From an optimization exercise on the open Yosys and OpenROAD flow, aimed at small area; shortcuts taken in it are not production practice.
Function was checked by simulation only, so behaviour that the tests miss may differ from the original.
No activity file was given, so power comes from the tool's default toggle rates.

==> flow/design.v <==
module lfsr_cnt #(
    parameter W = 17,               
    parameter T = 11,               
    parameter [W-1:0] S0 = 0,       
    parameter [W-1:0] TERM = 0,     
    parameter [W-1:0] DMASK = 0     
)(
    input wire i_clk,
    input wire i_clr,               
    output wire o_term              
);
    localparam [W-1:0] M = {((W+1)/2){2'b10}};
    reg [W-1:0] r_s;
    wire [W-1:0] w_q = r_s ^ M;
    wire w_fb = ~(w_q[W-1] ^ w_q[T-1]);
    always @(posedge i_clk)
        r_s <= i_clr ? (S0 ^ M) : ({w_q[W-2:0], w_fb} ^ M);
    assign o_term = ((w_q ^ TERM) & DMASK) == {W{1'b0}};
endmodule
module debouncer (
    input wire i_clk,
    input wire i_srst,
    input wire i_btn,
    output reg o_stable_btn,
    output wire o_rise
);
    wire w_mism = i_btn ^ o_stable_btn;
    wire w_term;
    wire w_flip = w_mism & w_term;
    lfsr_cnt #(.W(17), .T(11), .S0(17'd118856), .TERM(17'd89430), .DMASK(17'd124287)) cnt (
        .i_clk(i_clk), .i_clr(i_srst | ~w_mism | w_term), .o_term(w_term));
    always @(posedge i_clk)
        o_stable_btn <= ~i_srst & (o_stable_btn ^ w_flip);
    assign o_rise = w_flip & i_btn;
endmodule
module debouncer_pulse2 (
    input wire i_clk,
    input wire i_srst,
    input wire i_btn,
    output wire o_pulse,
    output wire o_pulse_d
);
    reg r_a, r_b;
    wire w_level = r_a | r_b;
    wire w_mism = i_btn ^ w_level;
    wire w_term;
    wire w_flip = w_mism & w_term;
    lfsr_cnt #(.W(17), .T(11), .S0(17'd118856), .TERM(17'd89430), .DMASK(17'd124287)) cnt (
        .i_clk(i_clk), .i_clr(i_srst | ~w_mism | w_term), .o_term(w_term));
    always @(posedge i_clk) begin
        r_a <= ~i_srst & (r_b | (r_a & ~w_flip));
        r_b <= ~i_srst & ~r_a & (r_b | w_flip);
    end
    assign o_pulse = ~r_a & r_b;
    assign o_pulse_d = r_a & r_b;
endmodule
module one_pulse(
    input wire i_clk,
    input wire i_srst,
    input wire i_rise,
    output reg o_pulse
);
    always @(posedge i_clk)
        o_pulse <= ~i_srst & i_rise;
endmodule
module pin_register(
    input wire i_clk,
    input wire i_srst,
    input wire i_rst,
    input wire i_load_en,
    input wire [3:0] i_sw_val,
    output reg [3:0] o_stored_pin
);
    always @(posedge i_clk) begin
        if (i_srst || i_rst)
            o_stored_pin <= 4'b0000;
        else if (i_load_en)
            o_stored_pin <= i_sw_val;
    end
endmodule
module pin_verifier(
  input wire i_clk,
  input wire i_srst,
  input wire i_rst,
  input wire i_match,          
  input wire i_valid_pulse,
  output wire o_open,
  output wire o_wrong,
  output wire o_lock
);
  reg r_t, r_w, r_y, r_z;
  wire w_clr = i_srst | i_rst;
  wire w_go = i_valid_pulse & ~r_t & ~r_y;    
  always @(posedge i_clk) begin
    r_t <= ~w_clr & w_go;
    r_w <= ~w_clr & (r_t ? (~r_w & ~r_y & ~r_z) : r_w);
    r_y <= ~w_clr & (w_go ? (i_match | r_z) : r_y);
    r_z <= ~w_clr & (w_go ? (~i_match & (r_w | r_z)) : r_z);
  end
  assign o_wrong = r_w;
  assign o_open = ~r_t & r_y & ~r_z;
  assign o_lock = ~r_t & r_y & r_z;
endmodule
module display_driver(
  input wire i_clk,
  input wire i_srst,
  input wire i_rst,
  input wire i_open,
  input wire i_lock,
  output reg [3:0] o_anode,
  output reg [6:0] o_seg
);
  reg [1:0] r_digit;
  wire w_term;
  wire w_clr = i_srst | i_rst;
  lfsr_cnt #(.W(17), .T(11), .S0(17'd118856), .TERM(17'd89430), .DMASK(17'd124287)) prescaler (
      .i_clk(i_clk), .i_clr(w_clr | w_term), .o_term(w_term));
  always @(posedge i_clk) begin
    if (w_clr) r_digit <= 2'b00;
    else if (w_term) r_digit <= {r_digit[0], ~r_digit[1]};
  end
  always @(*) begin
    case (r_digit)
      2'b00: o_anode = 4'b1110;
      2'b01: o_anode = 4'b1101;
      2'b11: o_anode = 4'b1011;
      default: o_anode = 4'b0111;
    endcase
  end
  always @(*) begin
    if (i_open) begin
      case (r_digit)
        2'b00: o_seg = 7'b0101011;  
        2'b01: o_seg = 7'b0000110;  
        2'b11: o_seg = 7'b0001100;  
        default: o_seg = 7'b1000000;  
      endcase
    end else if (i_lock) begin
      case (r_digit)
        2'b00: o_seg = 7'b1111111;  
        2'b01: o_seg = 7'b1001110;  
        2'b11: o_seg = 7'b1000001;  
        default: o_seg = 7'b1000000;  
      endcase
    end else
      o_seg = 7'b0111111;  
  end
endmodule
module uart_tx (
    input wire i_clk,
    input wire i_srst,
    input wire i_rst,
    input wire i_req,
    input wire [4:0] i_code,
    output wire o_tx,
    output wire o_busy,
    output wire o_avail
);
    reg [3:0] r_phase;
    wire w_idle = (r_phase == 4'd1);
    wire w_pre = (r_phase == 4'd5);
    wire w_tick;
    lfsr_cnt #(.W(14), .T(1), .S0(14'd6087), .TERM(14'd7654), .DMASK(14'd14078)) bit_timer (
        .i_clk(i_clk), .i_clr(w_idle | w_pre | w_tick), .o_term(w_tick));
    assign o_avail = w_idle | ((r_phase == 4'd0) & w_tick);
    always @(posedge i_clk) begin
        if (i_srst || i_rst) r_phase <= 4'd1;
        else if (o_avail) r_phase <= i_req ? 4'd5 : 4'd1;
        else if (w_pre) r_phase <= 4'd6;
        else if (w_tick) r_phase <= r_phase + 4'd1;
    end
    wire w_b5 = (i_code[4:1] == 4'b1101);
    wire [7:0] w_byte = {1'b0, ~w_b5 & (|i_code), w_b5, i_code};
    assign o_busy = ~w_idle;
    assign o_tx = r_phase[3] ? w_byte[r_phase[2:0]] : (r_phase != 4'd7);
endmodule
module uart_string_sender(
    input wire i_clk,
    input wire i_srst,
    input wire i_rst,
    input wire i_open,
    input wire i_wrong,
    input wire i_lock,
    input wire i_trigger,
    output wire o_tx
);
   reg r_send;
   reg [3:0] r_char_idx;
   reg [4:0] r_code;
   reg r_pend_s;
   wire w_uart_busy, w_uart_avail;
   wire w_clr = i_srst | i_rst;
   uart_tx tx_inst(
       .i_clk(i_clk), .i_srst(i_srst), .i_rst(i_rst),
       .i_req(r_send), .i_code(r_code),
       .o_tx(o_tx), .o_busy(w_uart_busy), .o_avail(w_uart_avail));
   wire w_valid = ((i_open | i_lock) & (r_char_idx <= 4'd11)) |
                  (i_wrong & (r_char_idx <= 4'd12));
   reg [7:0] w_char;
   always @(*) begin
       case (r_char_idx)
           4'd0: w_char = "S"; 4'd1: w_char = "T";
           4'd2: w_char = "A"; 4'd3: w_char = "T";
           4'd4: w_char = "U"; 4'd5: w_char = "S";
           4'd6: w_char = ":";
           4'd7: w_char = i_open ? "O" : i_wrong ? "W" : "L";
           4'd8: w_char = i_open ? "P" : i_wrong ? "R" : "O";
           4'd9: w_char = i_open ? "E" : i_wrong ? "O" : "C";
           4'd10: w_char = i_open ? "N" : i_wrong ? "N" : "K";
           4'd11: w_char = i_wrong ? "G" : ";";
           default: w_char = ";";
       endcase
   end
   always @(posedge i_clk) begin
       if (i_srst) begin
           r_code <= 5'd0;
           r_pend_s <= 1'b0;
       end else if (r_send && !i_rst) begin
           if (w_uart_avail) begin
               if (w_valid || r_pend_s) r_code <= w_char[4:0];
               r_pend_s <= 1'b0;
           end else if (w_valid)
               r_pend_s <= 1'b1;
       end
   end
   wire w_idle = (r_char_idx == 4'd15);
   always @(posedge i_clk) begin
       if (w_clr) begin
           r_send <= 1'b0;
           r_char_idx <= 4'd15;
       end else if (r_send) begin
           r_send <= 1'b0;
           if (!w_valid) r_char_idx <= 4'd15;
       end else if (!w_idle) begin
           if (!w_uart_busy) begin
               r_char_idx <= r_char_idx + 1'b1;
               r_send <= 1'b1;
           end
       end else if (i_trigger) begin
           r_char_idx <= 4'd0;
           r_send <= 1'b1;
       end
   end
endmodule
module top_module(
    input wire clk,
    input wire rst,  
    input wire btnR, btnL, btnD,  
    input wire [3:0] sw,
    output wire [3:0] an,
    output wire [6:0] seg,
    output wire uart_tx_out
);
    wire [3:0] w_stored_pin;
    wire w_open, w_wrong, w_lock;
    wire w_deb_L, w_deb_R;
    wire w_rise_L, w_rise_R;
    wire w_pulse_L, w_pulse_R, w_pulse_D;
    debouncer dbL(.i_clk(clk), .i_srst(rst), .i_btn(btnL), .o_stable_btn(w_deb_L), .o_rise(w_rise_L));
    one_pulse opL(.i_clk(clk), .i_srst(rst), .i_rise(w_rise_L), .o_pulse(w_pulse_L));
    wire w_trigger;
    debouncer_pulse2 dbD(.i_clk(clk), .i_srst(rst), .i_btn(btnD), .o_pulse(w_pulse_D), .o_pulse_d(w_trigger));
    debouncer dbR(.i_clk(clk), .i_srst(rst), .i_btn(btnR), .o_stable_btn(w_deb_R), .o_rise(w_rise_R));
    one_pulse opR(.i_clk(clk), .i_srst(rst), .i_rise(w_rise_R), .o_pulse(w_pulse_R));
    pin_register master_pin_reg(
         .i_clk(clk), .i_srst(rst), .i_rst(w_pulse_R),
         .i_load_en(w_pulse_L), .i_sw_val(sw), .o_stored_pin(w_stored_pin));
    pin_verifier core_logic(
         .i_clk(clk), .i_srst(rst), .i_rst(w_pulse_R),
         .i_match(sw == w_stored_pin), .i_valid_pulse(w_pulse_D),
         .o_open(w_open), .o_wrong(w_wrong), .o_lock(w_lock));
    display_driver display_unit(
         .i_clk(clk), .i_srst(rst), .i_rst(w_pulse_R),
         .i_open(w_open), .i_lock(w_lock), .o_anode(an), .o_seg(seg));
    uart_string_sender uart_logger(
         .i_clk(clk), .i_srst(rst), .i_rst(w_pulse_R),
         .i_open(w_open), .i_wrong(w_wrong), .i_lock(w_lock),
         .i_trigger(w_trigger), .o_tx(uart_tx_out));
endmodule
==> flow/flow/run.sh <==
#!/bin/bash
# Own layout flow: the standard ORFS flow (standard.sh) with these changes:
#  - half/full adder cells are not used, so synthesis does not extract adders
#    (it otherwise maps plain AND gates of counter bits into half adders);
#  - after the standard synthesis, the combinational logic between the
#    registers is mapped again with a stronger ABC script (resyn.tcl, with
#    ABC's deepsyn) from 20 random seeds; the smallest result that is
#    proved equivalent to the standard netlist (cec.sh) is used. The
#    register cells are left untouched;
#  - clock tree synthesis inserts no dummy load cells;
#  - ports are buffered with buf_1 cells.
# Logs: standard.log (make output), resyn_S.log (Yosys/ABC, seed S),
# cec.log (proof); ORFS's own logs stay under orfs/logs.
set -euo pipefail
W=$PWD
F=$W/flow
export LIBERTY=$FLOW_HOME/platforms/sky130hd/lib/sky130_fd_sc_hd__tt_025C_1v80.lib
export YOSYS=$FLOW_HOME/../tools/install/yosys/bin/yosys
R=$W/orfs/results/sky130hd/top_module/base
PLAT_DU=$(sed -n '/^export DONT_USE_CELLS += /,/^$/p' "$FLOW_HOME/platforms/sky130hd/config.mk" \
  | tr -d '\\' | sed 's/export DONT_USE_CELLS += //' | tr -s ' \n' ' ')
DU="$PLAT_DU sky130_fd_sc_hd__ha_1 sky130_fd_sc_hd__ha_2 sky130_fd_sc_hd__ha_4 sky130_fd_sc_hd__fa_1 sky130_fd_sc_hd__fa_2 sky130_fd_sc_hd__fa_4"
export CTS_ARGS="-sink_clustering_enable -repair_clock_nets -dont_use_dummy_load -buf_list sky130_fd_sc_hd__clkbuf_4"
export BUFFER_PORTS_ARGS="-buffer_cell sky130_fd_sc_hd__buf_1"

bash standard.sh "DONT_USE_CELLS=$DU" synth > standard.log 2>&1

cp "$R/1_2_yosys.v" "$W/std_netlist.v"
ABC_DONT_USE=""
for c in $DU; do ABC_DONT_USE="$ABC_DONT_USE -dont_use $c"; done
export ABC_DONT_USE

resyn() {
  local s=$1
  printf 'strash\n&get -n\n&deepsyn -T 35 -S %s\n&put\ndch\nmap -a\n' "$s" > "$W/deep_$s.abc"
  NETLIST_IN="$W/std_netlist.v" NETLIST_OUT="$W/resyn_$s.v" TOP=$FLOW_TOP \
    ABC_SCRIPT="$W/deep_$s.abc" STAT_OUT="$W/resyn_stat_$s.txt" \
    "$YOSYS" -c "$F/resyn.tcl" > "$W/resyn_$s.log" 2>&1 || true
}
for batch in "1 2 3 4" "5 6 7 8" "9 10 11 12" "13 14 15 16" "17 18 19 20"; do
  for s in $batch; do resyn $s & done
  wait
done

used=0
for s in $(for s in $(seq 1 20); do
             a=$(awk '/Chip area/ {print $NF}' "$W/resyn_stat_$s.txt" 2>/dev/null || true)
             [ -n "$a" ] && echo "$a $s"
           done | sort -n | awk '{print $2}'); do
  if bash "$F/cec.sh" "$W/std_netlist.v" "$W/resyn_$s.v" "$W/cec.log"; then
    echo "resynthesised netlist (seed $s) proved equivalent; using it" >> standard.log
    cp "$W/resyn_$s.v" "$R/1_2_yosys.v"
    rm -f "$R/1_synth.odb" "$R/1_synth.sdc"
    used=1
    break
  fi
done
[ $used = 1 ] || echo "resynthesis not used" >> standard.log

bash standard.sh "DONT_USE_CELLS=$DU" finish >> standard.log 2>&1
==> flow/flow/cec.sh <==
#!/bin/bash
# cec.sh A.v B.v LOG: proves the two netlists compute the same next state and
# outputs, with every register cut into an input (Q) and an output (D).
set -u
L=$LIBERTY
T=$(mktemp -d "$PWD/cec.XXXX")
python3 "$(dirname "$0")/cutff.py" "$1" $T/a.v && python3 "$(dirname "$0")/cutff.py" "$2" $T/b.v || exit 1
$YOSYS -p "read_liberty -ignore_miss_func $L; read_verilog $T/a.v; rename top_module gold; read_verilog $T/b.v; rename top_module gate; flatten gold gate; delete t:\\\$scopeinfo; opt_clean; miter -equiv -flatten -make_outputs gold gate miter; hierarchy -top miter; sat -verify -prove trigger 0 miter" > "$3" 2>&1
==> flow/flow/cutff.py <==
# cutff.py IN OUT: replace dfxtp instances with top-level ports (Q -> input, D -> output)
import re,sys
s=open(sys.argv[1]).read()
ins=[];outs=[];assigns=[]
def rep(m):
    name=m.group(2); body=m.group(3)
    pins=dict(re.findall(r'\.(\w+)\(([^()]*)\)',body))
    k=re.sub(r'\W','_',name)
    ins.append(('ffq_'+k, pins['Q'].strip())); outs.append(('ffd_'+k, pins['D'].strip()))
    return ''
s=re.sub(r'(sky130_fd_sc_hd__df\w+)\s+(\\\S+|\w+)\s*\((.*?)\);',rep,s,flags=re.S)
m=re.search(r'module top_module\((.*?)\);',s,re.S)
ports=m.group(1)+''.join(', '+a for a,_ in ins+outs)
s=s[:m.start()]+'module top_module('+ports+');'+s[m.end():]
decl=''.join(f'  input {a};\n  assign {b} = {a};\n' for a,b in ins)+''.join(f'  output {a};\n  assign {a} = {b} ;\n' for a,b in outs)
i=s.index(';',s.index('module top_module'))+1
s=s[:i]+'\n'+decl+s[i:]
open(sys.argv[2],'w').write(s)
==> flow/flow/resyn.tcl <==
# Re-map the combinational logic of the standard synthesis netlist with a
# stronger ABC script. Register cells are blackboxes here, so the registers
# (names, count and cell types) stay exactly the standard synthesis's.
yosys -import
set lib $::env(LIBERTY)
read_liberty -ignore_miss_func $lib
foreach c {dfxtp_1 dfxtp_2 dfxtp_4 conb_1} {
  catch { yosys blackbox sky130_fd_sc_hd__$c }
}
read_verilog -defer $::env(NETLIST_IN)
hierarchy -top $::env(TOP)
flatten
delete t:\$scopeinfo
opt_clean
abc -liberty $lib {*}$::env(ABC_DONT_USE) -script $::env(ABC_SCRIPT)
opt_clean -purge
splitnets
opt_clean -purge
hilomap -singleton -hicell sky130_fd_sc_hd__conb_1 HI -locell sky130_fd_sc_hd__conb_1 LO
insbuf -buf sky130_fd_sc_hd__buf_4 A X
tee -o $::env(STAT_OUT) stat -liberty $lib
write_verilog -noattr -nohex -nodec $::env(NETLIST_OUT)
==> flow/standard.sh <==
#!/bin/bash
# synth_recipe.tcl (not shown) runs the flow's synth.tcl, then flattens the netlist and writes it again
# the make line also repeats each setting of config.mk as NAME=value (left out here)
make -C /OpenROAD-flow-scripts/flow DESIGN_CONFIG=/design/flow/config.mk WORK_HOME=/design/flow/orfs CLKGATE_MAP_FILE= SYNTH_SCRIPT=/design/flow/synth_recipe.tcl "${@:-finish}"
==> flow/config.mk <==
export PLATFORM = sky130hd
export DESIGN_NAME = top_module
export DESIGN_NICKNAME = top_module
export VERILOG_FILES = /design/flow/design.v
export SDC_FILE = /design/flow/constraint.sdc
export NUM_CORES = 4
export LEC_CHECK = 0
export ABC_AREA = 1
export ABC_CLOCK_PERIOD_IN_PS = 10000
export CAP_MARGIN = 20
export CORE_MARGIN = 2
export CORE_UTILIZATION = 40
export CTS_BUF_LIST = sky130_fd_sc_hd__clkbuf_4
export SLEW_MARGIN = 20
==> flow/constraint.sdc <==
create_clock -name core_clock -period 10.0 [get_ports {clk}]
set_input_delay 2.0000 -clock core_clock [delete_from_list [all_inputs] [get_ports {clk}]]
set_output_delay 2.0000 -clock core_clock [all_outputs]
set_load 0.01 [all_outputs]
==> impl_metrics.json <==
{
  "status": "finished clean",
  "hold_violations": 0,
  "fp-row-count": 35,
  "cts_tree": "yes",
  "drv_cap": 0,
  "initial_core_util_pct": 40.76,
  "routedWlPerCell_um": 10.75,
  "drt_iter0_drc": 130,
  "setup_tns_ps": 0,
  "antenna_cells": 0,
  "cts_sinks": 113,
  "viasPerCell": 4.830,
  "clk_pin_slew_worst_paths_ps": 90,
  "fin_crit_ps": 3917,
  "finalNetCount": 483,
  "synth_nets": 444,
  "synth_cells": 435,
  "dieArea_sq_um": 10070,
  "setup_viol": 0,
  "avgSynthCellArea_sq_um": 8.534,
  "layout-drive-gt1-share_pct": 4.873,
  "cts_setup_buffers": 0,
  "ctsHoldBuffers": 0,
  "area_growth_pct": 9.201,
  "syn_area_sq_um": 3712,
  "slew_viol_final": 0,
  "min_period_over_period_pct": 39.17,
  "grt_max_degree": 17,
  "ys_warn_count": 10,
  "crit_path_max_fanout": 6,
  "place_hpwl_um": 4752,
  "worst_ep_required_time_ps": 8000,
  "track_usage_pct": 14.13,
  "critPathLaunchType": "flip-flop",
  "hold_class": "flip-flop to flip-flop",
  "multi_input_area_sq_um": 1266,
  "die_w_um": 100.3,
  "grt_pass1_vias": 2660,
  "power_w": 0.0007300,
  "drt-total-wl_um": 6266,
  "io_buffer_count": 20,
  "arrival_ps": 1920,
  "remaining_drc_errors": 0,
  "vias": 2816,
  "worst_pin_slew_ps": 739.5,
  "rsz0062_at_grt": "no",
  "power_density_nw_per_um2": 180.1,
  "clk_latency_ps": 470,
  "first_pass_iters": 5,
  "grt_antenna_before_repair": 0,
  "cts.htree.levels": 4,
  "place_congestion": 0.7863,
  "root_buffer": "clkbuf_4",
  "fin_skew_ps": 28.06,
  "core-area_sq_um": 9109,
  "n_fill_cell": 922,
  "clk_path_buf_depth": 2,
  "fmaxAchievable_mhz": 255.3,
  "leakagePower_nw": 1.482,
  "grt_pass1_wl_um": 11240,
  "peakVddDrop_v": 0.00008245,
  "slew_headroom_pct": 50.70,
  "cts_resized": 0,
  "stdcell_count": 583,
  "grt_overflow": 0,
  "ios": 21,
  "die_y_um": 100.3,
  "crit_path_end_kind": "primary output",
  "post-place-cells": 566,
  "cts_buffers": 17,
  "route.antenna.remaining_nets": 0,
  "path_class": "flip-flop to primary output",
  "regArea_sq_um": 2262
}
[final timing paths]
check | from | to | slack [ps] | depth (start not counted)
hold / removal | dbR.cnt.r_s[0] | dbR.cnt.r_s[1] | 360 | 1
hold reg to reg | dbR.cnt.r_s[0] | dbR.cnt.r_s[1] | 360 | 1
setup / recovery | core_logic.r_y | seg[3] | 6080 | 6
setup reg to reg | uart_logger.tx_inst.bit_timer.r_s[7] | uart_logger.r_code[0] | 7440 | 12
[worst max-delay path, cell delays in order (launching register included)]
cell and delay, ps:
dfxtp_1 360, clkinv_1 90, nor2_1 280, clkinv_1 140, nor2_1 320, a31oi_1 130
buf_1 150
[state kept, by name, indices dropped and copies added, names as in the netlist, 2 cells and up]
signal                             cells
dbD.cnt.r_s                           17
dbL.cnt.r_s                           17
dbR.cnt.r_s                           17
display_unit.prescaler.r_s            17
display_unit.r_digit                   2
master_pin_reg.o_stored_pin            4
uart_logger.r_char_idx                 4
uart_logger.r_code                     5
uart_logger.tx_inst.bit_timer.r_s     14
uart_logger.tx_inst.r_phase            4
[cell type report]
class | count | area share (%)
Sequential cell | 113 | 55.80
Multi-Input combinational cell | 273 | 31.23
Inverter | 49 | 4.537
Tap cell | 111 | 3.426
Clock buffer | 17 | 3.148
Timing Repair Buffer | 20 | 1.852
[placed cells by master, fill, tap and decap left out, types with 8 or more instances in the layout]
cell	n
a21oi_1	22
buf_1	20
clkbuf_4	17
clkinv_1	49
dfxtp_1	113
nand2_1	83
nand3_1	12
nand4_1	8
nor2_1	73
nor3_1	11
nor4_1	8
o21ai_0	23
o22ai_1	9
[per-stage QoR]
step           cell area [sq um]  worst slack, ps  hold WS, ps  utilization (%)
2_1_floorplan               3712             6458        351.7                -
3_3_place_gp                3926             5774        353.4            43.10
5_1_grt                     4054             5790        379.1            44.51
3_5_place_dp                3926             5630        354.8            43.10
4_1_cts                     4054             6026        368.1            44.51
6_report                    4054             6083        360.3            44.51
[report_power, final]
| part | switching [W] | leakage, nW | total [W] | internal (W) |
|---|---|---|---|---|
| Clock | 0.000128 | 0.0782 | 0.000206 | 0.0000776 |
| Sequential | 0.00000849 | 0.922 | 0.000474 | 0.000465 |
| Combinational | 0.0000363 | 0.482 | 0.0000504 | 0.0000141 |
| Total | 0.000173 | 1.48 | 0.000730 | 0.000557 |
[per-layer routing]
metal  track usage (%)  routed length [um]  up-vias
met1             17.25                3049     1249
met3             6.198                 353        4
li1                  -                   -     1504
met5                 0                   0        -
met4             5.585                  53        0
met2             21.94                2810       59

## static timing again, ports no longer ideal
The flow's constraints put no driver on any port. The routed layout listed below was extracted and timed again, unchanged, in two steps.
Step 1: set_driving_cell puts a clkbuf_16 on clk and a buf_2 on each other input, an assumption about the parent block.
Step 2 moves the port delays by t, midway between the first and last clock arrival at a register: inputs arrive t later, outputs are due t later. That takes back most of the time a late clock gives input paths.
Three values: no drivers, after step 1, after step 2; two values: the first two.
shift t [ns]: 0.488
setup slack, ns: 6.083 / 6.054 / 5.624
hold slack, ns: 0.360 / 0.360 / 0.360
worst slew at a driven data input, ns: 0.04
After both steps this run still meets setup and hold. For this run, drivers alone change the setup slack by -0.029 ns; drivers and shift together by -0.459 ns.
